This is an optimization exercise on Yosys and OpenROAD, whose aim is small area, not a production implementation. The RTL was checked by simulation tests, not by an equivalence proof against the original design. No activity file was given, so power comes from the tool's default toggle rates. The clock port is modelled as an ideal driver; clocking choices that lean on that would not hold on a real chip.

## flow/design.v (module list and top-level ports; edited modules follow where they fit)
// module ML_hold: 7 lines
// module Delay2n: 23 lines
// module ML_fa: 7 lines
// module Multiplierless_Correlator: 1245 lines
module Multiplierless_Correlator #(parameter FBIT = 7) (
	input clk, rst,
	input ena,
	input [15:0] CR_in,
	output reg [4+FBIT:0] CR_out
);
  // ...
==> flow/flow/run.sh <==
#!/bin/bash
# The standard layout (standard.sh), with the smallest buffer on the ports and
# clock tree settings: clkbuf_16 leaves, clkbuf_8 root, no dummy loads.
set -euo pipefail
bash standard.sh "BUFFER_PORTS_ARGS=-buffer_cell sky130_fd_sc_hd__buf_1" \
  "CTS_ARGS=-sink_clustering_enable -repair_clock_nets -sink_clustering_size 30 -sink_clustering_max_diameter 110 -buf_list sky130_fd_sc_hd__clkbuf_16 -root_buf sky130_fd_sc_hd__clkbuf_8 -dont_use_dummy_load" \
  finish > standard_flow.log 2>&1
==> flow/standard.sh <==
#!/bin/bash
# synth_recipe.tcl (not shown) runs the flow's synth.tcl, then flattens the netlist and writes it again
# the make line also repeats each setting of config.mk as NAME=value (left out here)
make -C /OpenROAD-flow-scripts/flow DESIGN_CONFIG=/design/flow/config.mk WORK_HOME=/design/flow/orfs CLKGATE_MAP_FILE= SYNTH_SCRIPT=/design/flow/synth_recipe.tcl "${@:-finish}"
==> flow/config.mk <==
export PLATFORM = sky130hd
export DESIGN_NAME = Multiplierless_Correlator
export DESIGN_NICKNAME = Multiplierless_Correlator
export VERILOG_FILES = /design/flow/design.v
export SDC_FILE = /design/flow/constraint.sdc
export NUM_CORES = 4
export LEC_CHECK = 0
export CAP_MARGIN = 0
export CORE_MARGIN = 2
export CORE_UTILIZATION = 60
export CTS_BUF_LIST = sky130_fd_sc_hd__clkbuf_16
export CTS_CLUSTER_DIAMETER = 110
export CTS_CLUSTER_SIZE = 30
export SLEW_MARGIN = 0
export SYNTH_HIERARCHICAL = 1
==> flow/constraint.sdc <==
create_clock -name core_clock -period 10.0 [get_ports {clk}]
set_input_delay 2.0000 -clock core_clock [delete_from_list [all_inputs] [get_ports {clk}]]
set_output_delay 2.0000 -clock core_clock [all_outputs]
set_load 0.01 [all_outputs]
==> key figures, run 1 <==
Run status
  • Outcome: complete, no violations

Global routing
  • Global Route met3 Usage: 2.28%
  • Largest net degree at the start of global routing: approximately 230
  • First-pass GRT wire length: 120,000 µm
  • Initial antenna violation count: 1

Timing
  • Final cycle utilization of the critical path: 84.7%
  • Unrepaired setup endpoints after global routing: false
  • Max transition margin: 27.8%
  • Setup_tns: 0 ns
  • PnR worst setup slack: 1.53 ns

Placed design
  • Placed Cells: ~3,600
  • Port Buffers: 22

Pwr
  • Largest Pwr Group: registers

Hold path
  • WHS Path Cells: 1
  • Hold EP: f58[5]

Worst setup path
  • Cell Chain, Critical Path: fa_1 -> fa_1 -> fa_1 -> fa_1 -> fa_1 -> fa_1 -> fa_1 -> fa_1 -> fa_1 -> fa_1 -> fa_1 -> fa_1 -> fa_1 -> fa_1 -> fa_1 -> fa_1 -> fa_1 -> a22o_2
  • Crit Path Category: flip-flop to flip-flop
  • R2r setup slk: between 1.5 and 2 ns

Detailed routing
  • DR WL met2: 33,700 µm

Layout
  • Multi-input logic area: roughly 0.018 mm²
  • Fin area: 0.0420 mm²
  • Layout inverter count without the clock tree: 0

Floorplanning
  • Starting Density: 60.6%

Synth
  • EDFF count, synth: 0
  • Count leader, synth: dfxtp_1
==> run 2, diff against run 1 <==
--- a/flow/design.v
+++ b/flow/design.v
@@ -1003,29 +1003,44 @@
 ML_fa u_fa368 (.a(s366), .b(c352), .c(s367), .s(s368), .co(c368));
 ML_fa u_fa369 (.a(c353), .b(s368), .c(c354), .s(s369), .co(c369));
 ML_fa u_fa370 (.a(c356), .b(c357), .c(c358), .s(s370), .co(c370));
 ML_fa u_fa371 (.a(c359), .b(c360), .c(c361), .s(s371), .co(c371));
 ML_fa u_fa372 (.a(s370), .b(c362), .c(c363), .s(s372), .co(c372));
 ML_fa u_fa373 (.a(c364), .b(s371), .c(c365), .s(s373), .co(c373));
 ML_fa u_fa374 (.a(c366), .b(s372), .c(c367), .s(s374), .co(c374));
 ML_fa u_fa375 (.a(s373), .b(c368), .c(s374), .s(s375), .co(c375));
-ML_fa u_fa376 (.a(c370), .b(c371), .c(c372), .s(s376), .co(c376));
-ML_fa u_fa377 (.a(c373), .b(s376), .c(c374), .s(s377), .co(c377));
+assign s376 = c370 ^ c371 ^ c372;
+assign s377 = c373 ^ s376 ^ c374;
 wire [11:0] r0 = {c375, c369, c355, s355, c279, c233, s233, c142, s142, s98, s57, s21};
 wire [11:0] r1 = {s377, s375, s369, 1'b0, s325, s279, 1'b0, s187, 1'b0, 1'b0, 1'b0, s22};
-wire [12:0] rc;
 wire [11:0] y;
-assign rc[0] = 1'b0;
-assign y[0] = r0[0] ^ r1[0];
-assign rc[1] = r0[0] & r1[0];
-genvar gi;
-generate for (gi = 1; gi < 12; gi = gi + 1) begin: rca
-	ML_fa u_fa (.a(r0[gi]), .b(r1[gi]), .c(rc[gi]), .s(y[gi]), .co(rc[gi+1]));
-end endgenerate
+assign y[0] = s21 ^ s22;
+wire yc0 = s21 & s22;
+assign y[1] = s57 ^ yc0;
+wire yc1 = s57 & yc0;
+assign y[2] = s98 ^ yc1;
+wire yc2 = s98 & yc1;
+assign y[3] = s142 ^ yc2;
+wire yc3 = s142 & yc2;
+wire yc4;
+ML_fa u_yfa4 (.a(c142), .b(s187), .c(yc3), .s(y[4]), .co(yc4));
+assign y[5] = s233 ^ yc4;
+wire yc5 = s233 & yc4;
+wire yc6;
+ML_fa u_yfa6 (.a(c233), .b(s279), .c(yc5), .s(y[6]), .co(yc6));
+wire yc7;
+ML_fa u_yfa7 (.a(c279), .b(s325), .c(yc6), .s(y[7]), .co(yc7));
+assign y[8] = s355 ^ yc7;
+wire yc8 = s355 & yc7;
+wire yc9;
+ML_fa u_yfa9 (.a(c355), .b(s369), .c(yc8), .s(y[9]), .co(yc9));
+wire yc10;
+ML_fa u_yfa10 (.a(c369), .b(s375), .c(yc9), .s(y[10]), .co(yc10));
+assign y[11] = c375 ^ s377 ^ yc10;
 always @(posedge clk) begin
 	CR_out <= CR_out_d;
 end
 wire [7:0] x1_d;
 ML_hold #(.W(8)) u_x1_hold (.ld(ld), .hd(hd), .a(iCR_in), .q(x1), .d(x1_d));
 wire [7:0] x2_d;
 ML_hold #(.W(8)) u_x2_hold (.ld(ld), .hd(hd), .a(x1), .q(x2), .d(x2_d));
 wire [7:0] x3_d;
==> key figures, run 2 <==
Floorplanning
  • Die height: 270 µm (about the same)
  • Core ar.: 0.0700 mm² (unchanged)
  • # IOs: 31 (unchanged)
  • Die Width: 270 µm (about the same)
  • Site Rows: 97 (unchanged)
  • Full die area: 0.0728 mm² (about the same)
  • Starting Density: 60.5% (was 60.6%)

Layout
  • Most flop-heavy register: CR_out (unchanged)
  • Fill cell count: 5,527 (was 5,460)
  • Commonest non-fill, non-tap cells in the layout: dfxtp_1 (1,099), a22o_1 (1,088), fa_1 (388), clkbuf_16 (37), buf_1 (22) (was dfxtp_1 (1,099), a22o_1 (1,088), fa_1 (396), clkbuf_16 (37), buf_1 (22))
  • Max FFs per register: 12 (unchanged)
  • Commonest non-fill, non-tap cell in the layout: dfxtp_1 (unchanged)
  • Ratio of cells with drive above 1 in the final layout: 2.28% (was 2.35%)
  • Final net count: 3,086 (was 3,095)
  • Area grow syn2layout: -0.942% (was -0.930%)
  • Fin util: 59.9% (was 60.0%)

Global routing
  • Overflow after GRT: 0 (unchanged)
  • Total global-route track usage: 19.4% (was 20.1%)
  • First-pass GRT wire length: 117,000 µm (was 120,000 µm)
  • Vias in the first global route: 21,500 (was 21,800)
  • Largest net degree at the start of global routing: 249 (was 234)
  • Initial antenna violation count: 1 (unchanged)

Synth
  • Ranking of synthesized cells by area: dfxtp_1 (52%), a22o_1 (22%), fa_1 (18%) (was dfxtp_1 (52%), a22o_1 (22%), fa_1 (19%))
  • Synth Area per Inst: 14.9 µm² (about the same)
  • EDFF count, synth: 0 (unchanged)
  • Mapped cell area: 0.0424 mm² (about the same)
  • Area leader, netlist: dfxtp_1 (unchanged)
  • Cell variety after synth: 10 (was 9)
  • Main synth FF type: dfxtp_1 (unchanged)
  • Synth top area share: 51.9% (about the same)
  • Async set or reset register ratio after synthesis: 0% (unchanged)
  • Register area share after synthesis: 51.9% (about the same)
  • Yosys warnings: 7 (unchanged)
  • Count leader, synth: dfxtp_1 (unchanged)
  • Synth cell count leaders: dfxtp_1 (1,099), a22o_1 (1,088), fa_1 (388) (was dfxtp_1 (1,099), a22o_1 (1,088), fa_1 (396))
  • Mapped Cells: 2,847 (unchanged)
  • Yosys reg bits: 1,099 (unchanged)

Clocking
  • Worst-skew pair later-pin latency: 0.74 ns (was 0.76 ns)
  • TritonCTS buffer count: 42 (unchanged)
  • Deepest clock path buffer count: 3 (unchanged)
  • CTS sink count: 1,099 (unchanged)
  • Postcts setup bufs: 0 (unchanged)
  • Root Driver: clkbuf_8 (unchanged)
  • H-tree levels: 2 (unchanged)
  • CTS tree: done (unchanged)
  • CTS Hold Bufs: 0 (unchanged)
  • Post-CTS Resized: 0 (unchanged)
  • Worst-path clk slew: 0.11 ns (about the same)

Run status
  • Outcome: complete, no violations (unchanged)

Hold path
  • Worst Hold Launch: f48[7] (was f57[5])
  • WHS Path Cells: 1 (unchanged)
  • Hold Path Class: flip-flop to flip-flop (unchanged)
  • Hold EP: f49[7] (was f58[5])

Detailed routing
  • Top layer in use: met4 (unchanged)
  • Routed Antenna Nets: 0 (unchanged)
  • DR WL met2: 32,800 µm (was 33,700 µm)
  • Pre-antenna DRT Iters: 5 (was 7)
  • First-iteration detailed-routing DRC count: 1,675 (was 1,726)
  • Vias: 21,400 (was 21,700)
  • DRT Wirelength: 70,000 µm (was 72,500 µm)
  • DRC Markers: 0 (unchanged)
  • DR WL met3: 1890 µm (was 1740 µm)
  • WL per Instance: 19.4 µm (was 20.0 µm)
  • WL met1: 34,000 µm (was 35,600 µm)
  • Vias per inst: 5.93 (was 5.99)

Run
  • Maxcap violations: 0 (unchanged)

Timing
  • Setup Skew: 0.0759 ns (was 0.0896 ns)
  • Max transition margin: 24.3% (was 27.8%)
  • Final hold violations: 0 (unchanged)
  • Setup_tns: 0 ns (unchanged)
  • WHS: 0.442 ns (was 0.426 ns)
  • Final Slew Violations: 0 (unchanged)
  • Final cycle utilization of the critical path: 80.1% (was 84.7%)
  • Worst-Margin Slew: 1.14 ns (was 1.08 ns)
  • FMAX: 125 MHz (was 118 MHz)
  • PnR worst setup slack: 1.99 ns (was 1.53 ns)
  • Final min period: 8.01 ns (was 8.47 ns)
  • Final setup fails: 0 (unchanged)
  • Unrepaired setup endpoints after global routing: false (unchanged)

Placed design
  • Worst slack, placed: 2.04 ns (was 1.47 ns)
  • Global placement routability congestion: 0.868 (was 0.845)
  • Dpl hpwl: 45,400 µm (was 47,900 µm)
  • Port Buffers: 22 (unchanged)

Worst setup path
  • CP Max Fanout: 2 (was 3)
  • Worst Setup Start Kind: flip-flop (unchanged)
  • Crit Path Category: flip-flop to flip-flop (unchanged)
  • Critical Path AT: 8.58 ns (was 9.06 ns)
  • Reg-to-Reg Start: iCR_in[0] (was f7[0])
  • R2r setup slk: 1.99 ns (was 1.53 ns)
  • Worst r2r dst: CR_out[11] (unchanged)
  • CP Capture Type: flip-flop (unchanged)
  • Worst Reg-to-Reg Cells: 19 (was 18)
  • Critical Path RT: 10.57 ns (was 10.59 ns)

Pwr
  • Power density over the cells: 156 mW/mm² (about the same)
  • Max VDD drop: 0.000124 V (was 0.000150 V)
  • Cell leakage power: 17.7 nW (about the same)
run 2: report_power, final:
group          internal, mW  total, mW  switching [mW]
Combinational        0.0329      0.183           0.150
Clock                 0.709       1.95            1.24
Sequential             4.38       4.39         0.00756
Total                  5.13       6.53            1.40
run 2: cell families after synthesis:
kind of cell	after synthesis	synth area share (%)
XOR/XNOR	4	0.148
AO/OA/AOI/OAI	1090	22.5
flip-flops	1099	51.9
buffers and inverters	256	6.80
adder cells (fa/ha/maj)	395	18.5
AND/OR/NAND/NOR	3	0.0384
run 2: layout make-up:
class / count / area [µm²] / share of cell area, %
sequential: 1099 / 22000 / 52.4
multi-input combinational: 1492 / 17500 / 41.7
tap: 940 / 1180 / 2.80
clock buffer: 42 / 995 / 2.37
timing repair buffer: 37 / 295 / 0.704
antenna: 1 / 2.50 / 0.00596
run 2: worst max-delay path by stage:
| stage | from | to | slack [ns] | depth (start not counted) |
|---|---|---|---|---|
| final | iCR_in[0] | CR_out[11] | 1.99 | 19 |
| after global routing | iCR_in[0] | CR_out[11] | 1.74 | 19 |
| after CTS | iCR_in[0] | CR_out[11] | 1.93 | 19 |
| after detailed placement | iCR_in[0] | CR_out[11] | 2.04 | 19 |
| after global placement | f7[0] | CR_out[11] | 2.07 | 19 |
| after floorplan | rst | CR_out[0] | 2.62 | 2 |
run 2: Yosys stat by module (local to each module, per instance), excerpt:
module / cells inside / copies in the design
Multiplierless_Correlator: 1113 / 1
ML_fa: 1 / 388
run 2: stage by stage:
step / total power [mW] / std cells / cell area (µm²)
after global placement: 4.67 / 3568 / 41000
final: 6.53 / 3611 / 42000
after global routing: 6.79 / 3611 / 42000
after CTS: 6.61 / 3610 / 42000
after detailed placement: 4.67 / 3568 / 41000
after floorplan: 4.75 / 2847 / 42400
run 2: critical path, cell delays in order, from the launching register on:
cell and delay (ns):
dfxtp_1 0.34, ha_1 0.21, fa_1 0.61, fa_1 0.47
fa_1 0.41, fa_1 0.45, fa_1 0.43, fa_1 0.44
fa_1 0.48, fa_1 0.54, fa_1 0.42, ha_1 0.22
fa_1 0.45, fa_1 0.41, ha_1 0.21, fa_1 0.43
fa_1 0.42, xnor2_1 0.15, xnor3_1 0.48, a22o_2 0.28
run 2: metal layers:
layer / global-route usage (%) / vias up
met4: 4.17 / 0
li1: - / 10200
met5: 0 / -
met1: 29.1 / 10900
met2: 30.4 / 204
met3: 2.54 / 69
==> run 3, diff against run 2 <==
==> flow/flow/run.sh (replaced) <==
#!/bin/bash
# The standard layout (standard.sh), with the smallest buffer on the ports and
# clock tree settings: clkbuf_16 leaves, clkbuf_8 root, no dummy loads.
set -euo pipefail
bash standard.sh "BUFFER_PORTS_ARGS=-buffer_cell sky130_fd_sc_hd__buf_1" \
  "CTS_ARGS=-sink_clustering_enable -repair_clock_nets -sink_clustering_size 33 -sink_clustering_max_diameter 80 -buf_list sky130_fd_sc_hd__clkbuf_16 -root_buf sky130_fd_sc_hd__clkbuf_8 -dont_use_dummy_load" \
  finish > standard_flow.log 2>&1
--- a/flow/config.mk
+++ b/flow/config.mk
@@ -13,2 +13,3 @@
 export CTS_CLUSTER_SIZE = 30
+export PLACE_DENSITY = 0.9
 export SLEW_MARGIN = 0
==> key figures, run 3 <==
Floorplanning
  • Die Width: 270 µm (unchanged)
  • Full die area: 0.0728 mm² (unchanged)
  • Core ar.: 0.0700 mm² (unchanged)
  • Site Rows: 97 (unchanged)
  • Starting Density: 60.5% (unchanged)
  • Die height: 270 µm (unchanged)
  • # IOs: 31 (unchanged)

Synth
  • Async set or reset register ratio after synthesis: 0% (unchanged)
  • Post-Synth Adder-Cell Area: 18.5% (unchanged)
  • Register area share after synthesis: 51.9% (unchanged)
  • Mapped Cells: 2,847 (unchanged)
  • Synth Area in XOR/XNOR: 0.148% (unchanged)
  • Synth top area share: 51.9% (unchanged)
  • Main synth FF type: dfxtp_1 (unchanged)
  • Post-synthesis mux area share: 0% (unchanged)
  • Area leader, netlist: dfxtp_1 (unchanged)
  • Largest family of logic cells by synthesized area: compound AO/OA/AOI/OAI gates (unchanged)
  • Post-Synth Simple-Gate Area: 0.0384% (unchanged)
  • Mapped cell area: 0.0424 mm² (unchanged)
  • Yosys reg bits: 1,099 (unchanged)
  • Ranking of synthesized cells by area: dfxtp_1 (52%), a22o_1 (22%), fa_1 (18%) (unchanged)
  • Synth Area per Inst: 14.9 µm² (unchanged)
  • Yosys warnings: 7 (unchanged)
  • Count leader, synth: dfxtp_1 (unchanged)
  • EDFF count, synth: 0 (unchanged)
  • Cell variety after synth: 10 (unchanged)
  • Synth cell count leaders: dfxtp_1 (1,099), a22o_1 (1,088), fa_1 (388) (unchanged)
  • Post-synthesis compound-gate area fraction: 22.5% (unchanged)

Timing
  • Final hold violations: 0 (unchanged)
  • WHS: 0.309 ns (was 0.442 ns)
  • Setup_tns: 0 ns (unchanged)
  • Final Slew Violations: 0 (unchanged)
  • Final cycle utilization of the critical path: 81.5% (was 80.1%)
  • Max transition margin: 12.9% (was 24.3%)
  • Unrepaired setup endpoints after global routing: false (unchanged)
  • Final setup fails: 0 (unchanged)
  • FMAX: 123 MHz (was 125 MHz)
  • Final min period: 8.15 ns (was 8.01 ns)
  • Worst-Margin Slew: 1.31 ns (was 1.14 ns)
  • Setup Skew: 0.189 ns (was 0.0759 ns)

Placed design
  • Global placement routability congestion: 0.905 (was 0.868)
  • Placed Cells: 3,564 (was 3,568)
  • Dpl hpwl: 49,100 µm (was 45,400 µm)
  • Port Buffers: 22 (unchanged)

Detailed routing
  • Routed Antenna Nets: 0 (unchanged)
  • First-iteration detailed-routing DRC count: 1,888 (was 1,675)
  • DRT Wirelength: 76,200 µm (was 70,000 µm)
  • WL per Instance: 21.1 µm (was 19.4 µm)
  • DRC Markers: 0 (unchanged)
  • Vias: 22,600 (was 21,400)
  • Vias per inst: 6.26 (was 5.93)
  • Pre-antenna DRT Iters: 5 (unchanged)

Worst setup path
  • Worst Setup Start Kind: flip-flop (unchanged)
  • CP Max Fanout: 3 (was 2)
  • Cell Chain, Critical Path: fa_1 -> fa_1 -> fa_1 -> fa_1 -> fa_1 -> fa_1 -> fa_1 -> fa_1 -> ha_1 -> fa_1 -> ha_1 -> fa_1 -> fa_1 -> ha_1 -> fa_1 -> fa_1 -> xnor2_1 -> xnor3_1 -> a22o_2 (was ha_1 -> fa_1 -> fa_1 -> fa_1 -> fa_1 -> fa_1 -> fa_1 -> fa_1 -> fa_1 -> fa_1 -> ha_1 -> fa_1 -> fa_1 -> ha_1 -> fa_1 -> fa_1 -> xnor2_1 -> xnor3_1 -> a22o_2)
  • Critical Path RT: 10.61 ns (was 10.57 ns)
  • Crit-path max cell delay: 0.57 ns (was 0.61 ns)
  • CP max-delay cell: fa_1 (unchanged)
  • Crit Path Category: flip-flop to flip-flop (unchanged)
  • Most used cell, CP: fa_1 (unchanged)
  • Buf+Inv Stages, Crit Path: 0 (unchanged)
  • CP delay by family, top: adder cells (unchanged)
  • Critical Path AT: 8.76 ns (was 8.58 ns)
  • CP Capture Type: flip-flop (unchanged)

Clocking
  • TritonCTS buffer count: 42 (unchanged)
  • CTS Hold Bufs: 0 (unchanged)
  • CTS tree: done (unchanged)
  • Post-CTS Resized: 0 (unchanged)
  • CTS sink count: 1,099 (unchanged)
  • Worst-skew pair later-pin latency: 0.79 ns (was 0.74 ns)
  • Deepest clock path buffer count: 3 (unchanged)
  • Worst-path clk slew: 0.12 ns (was 0.11 ns)
  • Root Driver: clkbuf_8 (unchanged)
  • Postcts setup bufs: 0 (unchanged)
  • H-tree levels: 2 (unchanged)

Pwr
  • Power density over the cells: 156 mW/mm² (about the same)
  • Sw Pwr: 1.40 mW (about the same)
  • Seq pwr share: 67.3% (about the same)
  • Cell leakage power: 17.6 nW (was 17.7 nW)
  • Sw Ratio: 21.5% (about the same)
  • Internal: 5.12 mW (was 5.13 mW)
  • Max VDD drop: 0.000151 V (was 0.000124 V)
  • Clock Power Share: 29.9% (about the same)
  • Logic pwr share: 2.8% (about the same)

Global routing
  • First-pass GRT wire length: 125,000 µm (was 117,000 µm)
  • Vias in the first global route: 23,500 (was 21,500)
  • Total global-route track usage: 20.8% (was 19.4%)
  • Initial antenna violation count: 1 (unchanged)
  • Largest net degree at the start of global routing: 296 (was 249)
  • Overflow after GRT: 0 (unchanged)

Layout
  • Most flop-heavy register: CR_out (unchanged)
  • Final std cells w/o fill: 3,607 (was 3,611)
  • Commonest non-fill, non-tap cell in the layout: dfxtp_1 (unchanged)
  • Final net count: 3,082 (was 3,086)
  • Ratio of cells with drive above 1 in the final layout: 2.14% (was 2.28%)
  • Commonest non-fill, non-tap cells in the layout: dfxtp_1 (1,099), a22o_1 (1,088), fa_1 (388), clkbuf_16 (37), buf_1 (22) (unchanged)
  • Max FFs per register: 12 (unchanged)
  • Fin util: 59.9% (about the same)
  • Area grow syn2layout: -1.04% (was -0.942%)

Hold path
  • Hold Path Class: flip-flop to flip-flop (unchanged)

Run
  • Maxcap violations: 0 (unchanged)

Run status
  • Outcome: complete, no violations (unchanged)
run 3: cell counts after synthesis:
Identical to the previous run, type by type.
run 3: final timing paths:
kind                            startpoint    endpoint  slack [ns]  cells after the start
worst min-delay path                x31[5]      x32[5]        0.31                      1
worst min register to register      x31[5]      x32[5]        0.31                      1
worst max-delay path                 f9[1]  CR_out[11]        1.85                     19
worst max register to register       f9[1]  CR_out[11]        1.85                     19
run 3: cells by family after synthesis:
family,count (synthesis)
buffers and inverters,256
flip-flops,1099
AO/OA/AOI/OAI,1090
XOR/XNOR,4
AND/OR/NAND/NOR,3
adder cells (fa/ha/maj),395
run 3: per-layer routing:
layer	global-route usage (%)	vias to the layer above	part of all wire (%)
met5	0	-	0
met4	8.77	0	4.3
met3	2.78	186	4.0
met2	34.9	510	50
met1	27.4	11700	42
li1	-	10200	-
run 3: metrics by stage:
| step | setup slack, ns | instance area [µm²] | total power, mW |
|---|---|---|---|
| after detailed placement | 2.00 | 40900 | 4.67 |
| after global routing | 1.62 | 41900 | 6.71 |
| final | 1.85 | 41900 | 6.52 |
| after floorplan | 2.62 | 42400 | 4.75 |
| after CTS | 1.86 | 41900 | 6.55 |
| after global placement | 2.09 | 40900 | 4.66 |
run 3: worst register-to-register path, stage by stage, from the launching register on:
cell     delay [ns]
dfxtp_1        0.36
fa_1           0.52
fa_1           0.46
fa_1           0.52
fa_1           0.47
fa_1           0.48
fa_1           0.43
fa_1           0.57
fa_1           0.43
ha_1           0.23
fa_1           0.41
ha_1           0.24
fa_1           0.40
fa_1           0.39
ha_1           0.20
fa_1           0.45
fa_1           0.44
xnor2_1        0.21
xnor3_1        0.48
a22o_2         0.28
run 3: Yosys stat by module, one instance, submodules excluded, a selection:
module / cell area [µm²] / flops+latches / cells inside / copies in the design
Multiplierless_Correlator: 22200 / 1099 / 1113 / 1
ML_fa: 20.0 / 0 / 1 / 388
run 3: final cells by class:
class / instances / area (µm²)
diodes: 1 / 2.50
clock buffers: 42 / 995
fillers: 4965 / 28100
multi-input cells: 1492 / 17500
flip-flops and latches: 1099 / 22000
well taps: 940 / 1180
repair buffers: 33 / 253
run 3: power groups by stage:
stage	Clock, mW	Sequential, mW	Combinational, mW
2_1_floorplan	0	4.49	0.261
3_5_place_dp	0	4.49	0.176
6_report	1.95	4.39	0.180
3_3_place_gp	0	4.49	0.167
5_1_grt	2.12	4.39	0.196
4_1_cts	1.99	4.39	0.177
==> run 4, diff against run 3 <==
==> flow/flow/run.sh (replaced) <==
#!/bin/bash
# The standard layout (standard.sh), with the smallest buffer on the ports and
# clock tree settings: clkbuf_16 leaves, clkbuf_8 root and tree buffers, no dummy loads.
set -euo pipefail
bash standard.sh "BUFFER_PORTS_ARGS=-buffer_cell sky130_fd_sc_hd__buf_1" \
  "CTS_ARGS=-sink_clustering_enable -repair_clock_nets -sink_clustering_size 30 -sink_clustering_max_diameter 110 -buf_list sky130_fd_sc_hd__clkbuf_16 -root_buf sky130_fd_sc_hd__clkbuf_8 -tree_buf sky130_fd_sc_hd__clkbuf_8 -dont_use_dummy_load" \
  finish > standard_flow.log 2>&1
--- a/flow/config.mk
+++ b/flow/config.mk
@@ -13,3 +13,2 @@
 export CTS_CLUSTER_SIZE = 30
-export PLACE_DENSITY = 0.9
 export SLEW_MARGIN = 0
==> key figures, run 4 <==
Run status
  • Outcome: complete, no violations (unchanged)

Run
  • Maxcap violations: 0 (unchanged)

Clocking
  • CTS Hold Bufs: 0 (unchanged)
  • Deepest clock path buffer count: 3 (unchanged)
  • CTS tree: done (unchanged)
  • TritonCTS buffer count: 42 (unchanged)
  • Worst-skew pair later-pin latency: 0.74 ns (was 0.79 ns)
  • Root Driver: clkbuf_8 (unchanged)
  • H-tree levels: 2 (unchanged)
  • Post-CTS Resized: 0 (unchanged)
  • CTS sink count: 1,099 (unchanged)
  • Postcts setup bufs: 0 (unchanged)
  • Worst-path clk slew: 0.11 ns (was 0.12 ns)

Timing
  • Final cycle utilization of the critical path: 80.1% (was 81.5%)
  • FMAX: 125 MHz (was 123 MHz)
  • Final min period: 8.01 ns (was 8.15 ns)
  • Final setup fails: 0 (unchanged)
  • Unrepaired setup endpoints after global routing: false (unchanged)
  • Max transition margin: 24.3% (was 12.9%)
  • Final hold violations: 0 (unchanged)
  • Final Slew Violations: 0 (unchanged)
  • WHS: 0.442 ns (was 0.309 ns)
  • Setup_tns: 0 ns (unchanged)
  • Setup Skew: 0.0759 ns (was 0.189 ns)
  • Worst-Margin Slew: 1.14 ns (was 1.31 ns)

Synth
  • Ranking of synthesized cells by area: dfxtp_1 (52%), a22o_1 (22%), fa_1 (18%) (unchanged)
  • Area leader, netlist: dfxtp_1 (unchanged)
  • Async set or reset register ratio after synthesis: 0% (unchanged)
  • Register area share after synthesis: 51.9% (unchanged)
  • EDFF count, synth: 0 (unchanged)
  • Count leader, synth: dfxtp_1 (unchanged)
  • Yosys reg bits: 1,099 (unchanged)
  • Yosys warnings: 7 (unchanged)
  • Synth cell count leaders: dfxtp_1 (1,099), a22o_1 (1,088), fa_1 (388) (unchanged)
  • Synth top area share: 51.9% (unchanged)
  • Cell variety after synth: 10 (unchanged)
  • Synth Area per Inst: 14.9 µm² (unchanged)
  • Mapped cell area: 0.0424 mm² (unchanged)
  • Main synth FF type: dfxtp_1 (unchanged)
  • Mapped Cells: 2,847 (unchanged)

Worst setup path
  • Worst Setup Start Kind: flip-flop (unchanged)
  • Crit Path Category: flip-flop to flip-flop (unchanged)
  • CP Capture Type: flip-flop (unchanged)
  • CP Max Fanout: 2 (was 3)
  • Crit-path max cell delay: 0.61 ns (was 0.57 ns)
  • R2r setup slk: 1.99 ns (was 1.85 ns)
  • Critical Path AT: 8.58 ns (was 8.76 ns)
  • CP max-delay cell: fa_1 (unchanged)
  • Critical Path RT: 10.57 ns (was 10.61 ns)
  • Most used cell, CP: fa_1 (unchanged)
  • Cell Chain, Critical Path: ha_1 -> fa_1 -> fa_1 -> fa_1 -> fa_1 -> fa_1 -> fa_1 -> fa_1 -> fa_1 -> fa_1 -> ha_1 -> fa_1 -> fa_1 -> ha_1 -> fa_1 -> fa_1 -> xnor2_1 -> xnor3_1 -> a22o_2 (was fa_1 -> fa_1 -> fa_1 -> fa_1 -> fa_1 -> fa_1 -> fa_1 -> fa_1 -> ha_1 -> fa_1 -> ha_1 -> fa_1 -> fa_1 -> ha_1 -> fa_1 -> fa_1 -> xnor2_1 -> xnor3_1 -> a22o_2)
  • CP delay by family, top: adder cells (unchanged)
  • Buf+Inv Stages, Crit Path: 0 (unchanged)

Detailed routing
  • Routed Antenna Nets: 0 (unchanged)
  • Vias per inst: 5.93 (was 6.26)
  • WL per Instance: 19.4 µm (was 21.1 µm)
  • DRC Markers: 0 (unchanged)
  • DRT Wirelength: 70,000 µm (was 76,200 µm)
  • First-iteration detailed-routing DRC count: 1,675 (was 1,888)
  • Pre-antenna DRT Iters: 5 (unchanged)
  • Vias: 21,400 (was 22,600)

Floorplanning
  • Starting Density: 60.5% (unchanged)
  • Die Width: 270 µm (unchanged)
  • # IOs: 31 (unchanged)
  • Full die area: 0.0728 mm² (unchanged)
  • Die height: 270 µm (unchanged)
  • Core ar.: 0.0700 mm² (unchanged)
  • Site Rows: 97 (unchanged)

Layout
  • Fin area: 0.0420 mm² (was 0.0419 mm²)
  • Multi-input logic area: 0.0175 mm² (unchanged)
  • Commonest non-fill, non-tap cells in the layout: dfxtp_1 (1,099), a22o_1 (1,088), fa_1 (388), clkbuf_16 (37), buf_1 (22) (unchanged)
  • Area grow syn2layout: -0.942% (was -1.04%)
  • Fill cell count: 5,527 (was 4,965)
  • Most flop-heavy register: CR_out (unchanged)
  • Commonest non-fill, non-tap cell in the layout: dfxtp_1 (unchanged)
  • Final net count: 3,086 (was 3,082)
  • Ratio of cells with drive above 1 in the final layout: 2.28% (was 2.14%)
  • Max FFs per register: 12 (unchanged)
  • Register area: 0.0220 mm² (unchanged)

Placed design
  • Dpl hpwl: 45,400 µm (was 49,100 µm)
  • Port Buffers: 22 (unchanged)
  • Global placement routability congestion: 0.868 (was 0.905)
  • Placed inst area: 0.0410 mm² (was 0.0409 mm²)

Hold path
  • Hold Path Class: flip-flop to flip-flop (unchanged)

Global routing
  • First-pass GRT wire length: 117,000 µm (was 125,000 µm)
  • Total global-route track usage: 19.4% (was 20.8%)
  • Initial antenna violation count: 1 (unchanged)
  • Largest net degree at the start of global routing: 249 (was 296)
  • Vias in the first global route: 21,500 (was 23,500)
  • Overflow after GRT: 0 (unchanged)

Pwr
  • Power density over the cells: 156 mW/mm² (about the same)
  • Cell leakage power: 17.7 nW (was 17.6 nW)
  • Max VDD drop: 0.000124 V (was 0.000151 V)
## run 4: changes by cell type in the layout (fill, tap and decap cells not counted)
| cell | before | now |
|---|---|---|
| buf_4 | 4 | 7 |
| buf_12 | 7 | 8 |
## run 4: Yosys stat by module (local to each module, per instance), excerpt
module | copies in the design | flops+latches | cell area (µm²) | cells inside
Multiplierless_Correlator | 1 | 1099 | 22200 | 1113
ML_fa | 388 | 0 | 20.0 | 1
## run 4: power by group
| part | internal [mW] | switching [mW] |
|---|---|---|
| sequential | 4.38 | 0.00756 |
| combinational | 0.0329 | 0.150 |
| clock | 0.709 | 1.24 |
## run 4: worst register-to-register path: cells and delay by family (launching register included)
kind                       cells  cell delay (ns)
xor gates and xnor gates       2             0.63
AOI/OAI and AO/OA              1             0.28
DFF                            1             0.34
adders and majority gates     16             6.61
## run 4: final timing paths
| path | startpoint | to | depth (start not counted) |
|---|---|---|---|
| setup / recovery | iCR_in[0] | CR_out[11] | 19 |
| hold reg to reg | f48[7] | f49[7] | 1 |
| hold / removal | f48[7] | f49[7] | 1 |
| setup reg to reg | iCR_in[0] | CR_out[11] | 19 |
## run 4: area by class of cell
class / count / area share (%)
Timing Repair Buffer: 37 / 0.704
Tap cell: 940 / 2.80
Multi-Input combinational cell: 1492 / 41.7
Clock buffer: 42 / 2.37
Antenna cell: 1 / 0.00596
Sequential cell: 1099 / 52.4
## run 4: per-layer routing
layer  part of all wire [%]  routed length [µm]  track usage, %  vias to the layer above
li1                       -                   -               -                    10200
met3                    2.7                1890            2.54                       69
met2                     47               32800            30.4                      204
met1                     49               34000            29.1                    10900
met4                    1.9                1300            4.17                        0
met5                      0                   0               0                        -
## run 4: per-stage QoR
step / cells / power (mW) / utilization (%) / worst slack, ns
6_report: 3611 / 6.53 / 59.9 / 1.99
5_1_grt: 3611 / 6.79 / 59.9 / 1.74
4_1_cts: 3610 / 6.61 / 59.9 / 1.93
3_5_place_dp: 3568 / 4.67 / 58.5 / 2.04
3_3_place_gp: 3568 / 4.67 / 58.5 / 2.07
2_1_floorplan: 2847 / 4.75 / - / 2.62
## run 4: logic make-up after synthesis
logic type	Yosys count	share of synthesized area, %
AOI/OAI and AO/OA	1090	22.5
xor gates and xnor gates	4	0.148
adders and majority gates	395	18.5
buffers and inverters	256	6.80
DFF	1099	51.9
and+or+nand+nor	3	0.0384

## afterwards: timing with drivers on the ports
The results above use ideal ports. As a check the final layouts listed here were re-extracted and re-timed, cells and wires unchanged.
Step 1: set_driving_cell puts a clkbuf_16 on clk and a buf_2 on each other input, an assumption about the parent block.
Step 2, shift: input delay + t, output delay - t, t = (earliest + latest rising clock arrival at the registers) / 2. This alone moves slack from input paths to output paths.
Slacks: no drivers / after step 1 / after step 2; pairs: no drivers / after step 1.
run	t (ns)	setup slack, ns	pins driven straight from the clock port
run 1	0.778	1.527 / 1.527 / 1.527	1
run 2	0.762	1.988 / 1.988 / 1.988	1
run 3	0.736	1.853 / 1.853 / 1.853	1
run 4	0.762	1.988 / 1.988 / 1.988	1
After both steps setup and hold are still met in every run listed.
